Background: an optimization exercise with open tools, aiming at small area and a short achievable clock period. Do not read the settings as production practice. At most, simulation tests tie the RTL to the original design; equivalence was not proved. Power and IR drop assume default switching activity.

Setup of old:
## reduce_instr
module reduce_instr (
	input  [81:0] packetIn,
	input  [60:0] new_comm,
	input         clk,
	input         rst,
	output        rd_en,
	output [84:0] packetOut
);
Settings: LEC_CHECK=0, ABC_AREA=1, CAP_MARGIN=20, CORE_MARGIN=2, CORE_UTILIZATION=60, SLEW_MARGIN=20; clock period 20.0 ns.
standard.sh (not shown) runs the stock make flow with config.mk's settings and CLKGATE_MAP_FILE= SYNTH_SCRIPT=/design/flow/synth_recipe.tcl, a recipe that flattens the netlist after the stock synthesis.
==> flow/flow/run.sh <==
#!/bin/bash
# Standard synthesis; its combinational cells re-mapped by ABC for area
# (flip-flops untouched); then the standard layout steps, with buf_1 port
# buffers, a larger setup target for timing repair and a lighter clock tree.
set -euo pipefail
export BUFFER_PORTS_ARGS="-buffer_cell sky130_fd_sc_hd__buf_1"
export SETUP_SLACK_MARGIN=9
export CTS_ARGS="-sink_clustering_enable -repair_clock_nets -buf_list sky130_fd_sc_hd__clkbuf_8 -sink_clustering_size 14 -sink_clustering_max_diameter 80 -dont_use_dummy_load"
bash standard.sh synth > synth.log 2>&1
R=orfs/results/$FLOW_PLATFORM/reduce_instr/base
cp $R/1_2_yosys.v std_synth.v
export REMAP_LIB=$FLOW_HOME/platforms/$FLOW_PLATFORM/lib/sky130_fd_sc_hd__tt_025C_1v80.lib
export REMAP_IN=std_synth.v REMAP_OUT=remapped.v REMAP_TOP=$FLOW_TOP
export REMAP_DONT_USE="$(cat flow/dont_use.txt)"
export REMAP_FAST=flow/fast.abc REMAP_AREA=flow/area.abc
$FLOW_HOME/../tools/install/yosys/bin/yosys -c flow/remap.tcl > remap.log 2>&1
cp remapped.v $R/1_2_yosys.v
rm -f $R/1_synth.odb $R/1_synth.sdc
bash standard.sh finish > finish.log 2>&1
Other scripts of this flow, unchanged in this note and not shown: flow/flow/area.abc, flow/flow/dont_use.txt, flow/flow/fast.abc, flow/flow/remap.tcl
old completed every stage of the flow, and the final layout passed the timing, design-rule and antenna checks.
> inputs changed (old -> new)
--- a/flow/design.v
+++ b/flow/design.v
@@ -298,52 +298,59 @@
 		4'b1100: begin dsel = expand(dst_uptree); csel = ch; end
 		4'b1101, 4'b1111: begin
 			dsel = expand(dst_halving);
 			csel = (tag_eq8 && !lr[8]) ? lg : {1'b0, hidx};
 		end
 		4'b1110: begin
 			dsel = expand(dst_doubling);
 			csel = (send_home_d || diff_half) ? lg : (sb[2:0] - {2'b0, xd[5]});
 		end
 		default: ;
 	endcase
 end
-wire fwd = mfm && (dsel != 9'd0);
 reg [8:0]  dst_o;
 reg [2:0]  children;
 reg [7:0]  tag;
 reg [31:0] payload;
 reg [7:0]  contextId;
 reg [3:0]  op;
 reg [1:0]  algtype;
-reg [8:0]  rank_o, src_o;
+reg [8:0]  rank, src, loc_rank;
+reg        ok_mfm;
 reg        valid;
 always @(posedge clk) begin
 	if (rst) begin
 		dst_o    <= 9'd0;
 		children <= 3'd0;
 		tag      <= 8'd0;
 	end else begin
 		dst_o    <= pkt_dst | (mfm ? dsel : 9'd0);
 		children <= mfm ? csel : 3'd0;
 		tag      <= tag_raw;
 	end
 	if (rst || !vin) begin
 		payload   <= 32'd0;
 		contextId <= 8'd0;
 		op        <= 4'd0;
 		algtype   <= 2'd0;
-		rank_o    <= 9'd0;
-		src_o     <= 9'd0;
+		rank      <= 9'd0;
+		src       <= 9'd0;
+		loc_rank  <= 9'd0;
+		ok_mfm    <= 1'b0;
 		valid     <= 1'b0;
 	end else begin
 		payload   <= packetIn[31:0];
 		contextId <= pkt_context;
 		op        <= t_op;
 		algtype   <= packetIn[37:36];
-		rank_o    <= fwd ? lr : t_rank;
-		src_o     <= fwd ? 9'd0 : packetIn[71:63];
+		rank      <= t_rank;
+		src       <= packetIn[71:63];
+		loc_rank  <= lr;
+		ok_mfm    <= mfm;
 		valid     <= 1'b1;
 	end
 end
+wire fwd = ok_mfm && (dst_o != 9'd0);
+wire [8:0] rank_o = fwd ? loc_rank : rank;
+wire [8:0] src_o  = fwd ? 9'd0 : src;
 assign packetOut = {children, valid, dst_o, src_o, rank_o, contextId, tag, algtype, op, payload};
 endmodule
Results
- new went all the way through the flow, and no timing, DRC or antenna check failed.
- Combinational power: new > old
- After detailed routing, old needs more wire than new.
- Clock buffer instance count of the final layout (higher): new
- Routed length on met2 sits lower in new than in old.
- Between new and old, the clock-cell share of area does not differ in any meaningful way.
- Relative to old, number of buffers inserted by post-CTS setup repair has gone up in new.
- Placed standard-cell area was lower in the run labelled old.
- When new is measured against old, its first-pass GRT wire length turns out about 4.5% lower.
- Run comparison: new timing startpoint of the critical path packetIn[46]; old timing startpoint of the critical path packetIn[47]
- new: count of inverters not on the clock network in the layout 19 below old
- Min final cell count across new and old: new
Function not checked in new: the RTL went through the layout flow alone.

* * *

== purple ==
reduce_instr, a different RTL version from the one above (not shown whole).
Size in the first run: about 1600 cells after synthesis, ~230 I/O pins, ~14000 sq um of cells after synthesis.
Settings: LEC_CHECK=0, ABC_AREA=1, CAP_MARGIN=20, CORE_MARGIN=2, CORE_UTILIZATION=55, SLEW_MARGIN=20; clock period 20.0 ns.
==> flow/flow/area.abc <==
strash
dc2
dch -f
amap
==> flow/flow/dont_use.txt <==
sky130_fd_sc_hd__probe_p_8
sky130_fd_sc_hd__probec_p_8
sky130_fd_sc_hd__lpflow_bleeder_1
sky130_fd_sc_hd__lpflow_clkbufkapwr_1
sky130_fd_sc_hd__lpflow_clkbufkapwr_16
sky130_fd_sc_hd__lpflow_clkbufkapwr_2
sky130_fd_sc_hd__lpflow_clkbufkapwr_4
sky130_fd_sc_hd__lpflow_clkbufkapwr_8
sky130_fd_sc_hd__lpflow_clkinvkapwr_1
sky130_fd_sc_hd__lpflow_clkinvkapwr_16
sky130_fd_sc_hd__lpflow_clkinvkapwr_2
sky130_fd_sc_hd__lpflow_clkinvkapwr_4
sky130_fd_sc_hd__lpflow_clkinvkapwr_8
sky130_fd_sc_hd__lpflow_decapkapwr_12
sky130_fd_sc_hd__lpflow_decapkapwr_3
sky130_fd_sc_hd__lpflow_decapkapwr_4
sky130_fd_sc_hd__lpflow_decapkapwr_6
sky130_fd_sc_hd__lpflow_decapkapwr_8
sky130_fd_sc_hd__lpflow_inputiso0n_1
sky130_fd_sc_hd__lpflow_inputiso0p_1
sky130_fd_sc_hd__lpflow_inputiso1n_1
sky130_fd_sc_hd__lpflow_inputiso1p_1
sky130_fd_sc_hd__lpflow_inputisolatch_1
sky130_fd_sc_hd__lpflow_isobufsrc_1
sky130_fd_sc_hd__lpflow_isobufsrc_16
sky130_fd_sc_hd__lpflow_isobufsrc_2
sky130_fd_sc_hd__lpflow_isobufsrc_4
sky130_fd_sc_hd__lpflow_isobufsrc_8
sky130_fd_sc_hd__lpflow_isobufsrckapwr_16
sky130_fd_sc_hd__lpflow_lsbuf_lh_hl_isowell_tap_1
sky130_fd_sc_hd__lpflow_lsbuf_lh_hl_isowell_tap_2
sky130_fd_sc_hd__lpflow_lsbuf_lh_hl_isowell_tap_4
sky130_fd_sc_hd__lpflow_lsbuf_lh_isowell_4
sky130_fd_sc_hd__lpflow_lsbuf_lh_isowell_tap_1
sky130_fd_sc_hd__lpflow_lsbuf_lh_isowell_tap_2
sky130_fd_sc_hd__lpflow_lsbuf_lh_isowell_tap_4
==> flow/flow/fast.abc <==
strash
dc2
dch
map -B 0.9
==> flow/flow/remap.tcl <==
# Re-map the combinational cells of the standard synthesis netlist with ABC's
# default area-oriented script. The flip-flop instances (names, cell types)
# are kept as they are: they are black boxes here.
set lib $::env(REMAP_LIB)
yosys read_liberty -ignore_miss_func -overwrite -setattr liberty_cell $lib
yosys read_verilog $::env(REMAP_IN)
yosys hierarchy -top $::env(REMAP_TOP)
set seq {}
foreach c [split [string trim [exec grep -oE {sky130_fd_sc_hd__[a-z0-9_]+} $::env(REMAP_IN) | sort -u]] "\n"] {
  if { [regexp {__(e?dfxtp|dfrtp|dfstp|dfbbp|sdf|dl)} $c] } { lappend seq $c }
}
yosys blackbox {*}$seq
yosys flatten
yosys opt -purge
set du {}
foreach c $::env(REMAP_DONT_USE) { lappend du -dont_use $c }
yosys select -set cone w:rd_en %cie*
yosys abc -script $::env(REMAP_FAST) -liberty $lib {*}$du @cone
yosys abc -script $::env(REMAP_AREA) -liberty $lib {*}$du
yosys opt_clean -purge
yosys stat -liberty $lib
yosys write_verilog -noattr -nohex -nodec $::env(REMAP_OUT)
Scripts as last shown in full above: flow/flow/run.sh
The inputs of orange differ from those of purple as listed below.
--- a/flow/design.v
+++ b/flow/design.v
@@ -15,69 +15,77 @@
 	input [5:0] a;
 	expand = {1'b0, a[5:4], 1'b0, a[3:2], 1'b0, a[1:0]};
 endfunction
 function [5:0] rank_addr;
 	input [8:0] r;
 	rank_addr = (r[8:6] == 3'd0) ? addr6(r[5:0]) : 6'd0;
 endfunction
 reg        t_v    [0:3];
-reg [8:0]  t_root [0:3];
-reg [8:0]  t_lr   [0:3];
+reg [8:0]  t_x    [0:3];
+reg        t_is7  [0:3];
+reg        t_rz   [0:3];
 reg [2:0]  t_ch   [0:3];
 reg [3:0]  t_lg   [0:3];
 reg [5:0]  t_p1   [0:3];
 reg [5:0]  t_p2   [0:3];
 reg [5:0]  t_p3   [0:3];
 wire wr = new_comm[60] && (new_comm[59:54] == 6'd0);
 wire [1:0] wsel = new_comm[53:52];
+wire       w_is7 = (new_comm[42:34] == 9'd7);
+wire [8:0] w_x = w_is7 ? new_comm[51:43] : new_comm[42:34];
 integer n;
 always @(posedge clk) begin
 	for (n = 0; n < 4; n = n + 1) begin
 		if (rst)
 			t_v[n] <= 1'b0;
 		else if (wr && wsel == n)
 			t_v[n] <= 1'b1;
 		if (wr && wsel == n) begin
-			t_root[n] <= new_comm[51:43];
-			t_lr[n]   <= new_comm[42:34];
+			t_x[n]    <= w_x;
+			t_is7[n]  <= w_is7;
+			t_rz[n]   <= (new_comm[44:43] == 2'd0);
 			t_ch[n]   <= new_comm[33:31];
 			t_lg[n]   <= new_comm[30:27];
 			t_p3[n]   <= rank_addr(new_comm[26:18]);
 			t_p2[n]   <= rank_addr(new_comm[17:9]);
 			t_p1[n]   <= rank_addr(new_comm[8:0]);
 		end
 	end
 end
 wire [7:0] pkt_context = packetIn[53:46];
 wire [1:0] cs = pkt_context[1:0];
 wire       row_valid = (pkt_context[7:2] == 6'd0) && t_v[cs];
-wire [8:0] lr_u = t_lr[cs];
+wire [8:0] x_u = t_x[cs];
+wire       is7_u = t_is7[cs];
+wire [8:0] lr_u = is7_u ? 9'd7 : x_u;
 wire [3:0] lg4_u = t_lg[cs];
 wire [2:0] ch_u = t_ch[cs];
 wire [2:0] lg_u = lg4_u[2:0];
 reg  [3:0] rs;
-reg  [8:0] root;
+reg        rz;
 reg  [5:0] p1, p2, p3;
 always @(*) begin
-	root = 0; p1 = 0; p2 = 0; p3 = 0;
+	rz = 0; p1 = 0; p2 = 0; p3 = 0;
 	for (n = 0; n < 4; n = n + 1) begin
 		rs[n] = (pkt_context == n) && t_v[n];
-		root = root | ({9{rs[n]}} & t_root[n]);
+		rz   = rz   | (rs[n] & t_rz[n]);
 		p1   = p1   | ({6{rs[n]}} & t_p1[n]);
 		p2   = p2   | ({6{rs[n]}} & t_p2[n]);
 		p3   = p3   | ({6{rs[n]}} & t_p3[n]);
 	end
 end
 wire [8:0] lr  = {9{row_valid}} & lr_u;
+wire       is7 = row_valid & is7_u;
+wire [8:0] root_if7 = {9{row_valid}} & x_u;    
 wire [3:0] lg4 = {4{row_valid}} & lg4_u;
 wire [2:0] ch  = {3{row_valid}} & ch_u;
 wire [2:0] lg  = lg4[2:0];
 wire [5:0] fa3 = (lr[1:0] == 2'd0 && ch[2] == 1'b0) ? addr6({ch[1:0], lg4}) : 6'd0;
-wire [5:0] fa4 = (root[1:0] == 2'd0 && lr[8] == 1'b0) ? addr6(lr[7:2]) : 6'd0;
+wire [5:0] fa4 = (rz && lr[8] == 1'b0) ? addr6(lr[7:2]) : 6'd0;
 function [5:0] fsel;
 	input [2:0] k;
 	input en;
 	input [5:0] a0, a1, a2, a3, a4;
 	begin
 		fsel = 6'd0;
 		if (en) case (k)
 			3'd0: fsel = a0;
@@ -102,17 +110,17 @@
 reg [8:0] dst_ring;
 reg       home_ring;
 wire rd_en_ring = home_ring || !from_guest;
 always @(posedge clk) begin
 	if (rst) begin
 		home_ring <= 1'b0;
 		dst_ring  <= 9'd0;
 	end else if (vin) begin
-		dst_ring  <= home_ring ? 9'd0 : (lr == 9'd7) ? root : (lr < 9'd63) ? expand(addr6(lr[5:0] + 6'd1)) : 9'd0;
+		dst_ring  <= home_ring ? 9'd0 : is7 ? root_if7 : (lr < 9'd63) ? expand(addr6(lr[5:0] + 6'd1)) : 9'd0;
 		home_ring <= from_guest && !home_ring && op_ring;
 	end else
 		dst_ring  <= 9'd0;
 end
 wire [4:0] ku = {2'b0, lg} - {2'b0, ch} - 5'd1;
 wire [5:0] dst_uptree = (lr == 9'd0) ? 6'd0 : fsel(ku[2:0], !ku[4] && !ku[3], p1, p2, p3, fa3, fa4);
 reg [5:0] dst_bcast;
 reg [3:0] sa_b;
Results
- orange packs its core more tightly than purple.
- Going from purple to orange, the global-route met2 utilization was found to have gone up by 0.51 points.
- When orange is set beside purple, its cell count turns out to be about 2.4% larger.
- The global-route usage number comes out lower for purple vs orange.
- Global placer's final weighted congestion: orange higher than purple
- orange reports its timing startpoint of the critical path as packetIn[46] while purple reports packetIn[50].

==> static timing again, ports no longer ideal <==
In the flow no input, the clock included, has a driving cell. The finished layouts below were timed again as built, in two steps. Step 1 sets driving cells, clkbuf_16 on the clock port and buf_2 on the other inputs (assumed; they add their load-dependent delay and slew). Step 2 moves the port delays by t, midway between the first and last clock arrival at a register: inputs arrive t later, outputs are due t later. That takes back most of the time a late clock gives input paths. a / b / c = ideal / step 1 / step 2; a / b = the first two.
| run | shift t [ns] | slack for setup (ns) | worst data-port slew with drivers (ns) | pins driven straight from the clock port |
|---|---|---|---|---|
| old | 0.583 | 9.060 / 9.023 / 8.873 | 0.05 | 1 |
| new | 0.611 | 9.090 / 9.002 / 9.002 | 0.13 | 1 |
| purple | 0.605 | 9.216 / 9.195 / 9.176 | 0.06 | 1 |
| orange | 0.606 | 8.996 / 8.944 / 8.944 | 0.07 | 1 |
After both steps every run listed still meets setup and hold. For old, which loses most, drivers alone change the setup slack by -0.037 ns; drivers and shift together by -0.187 ns.
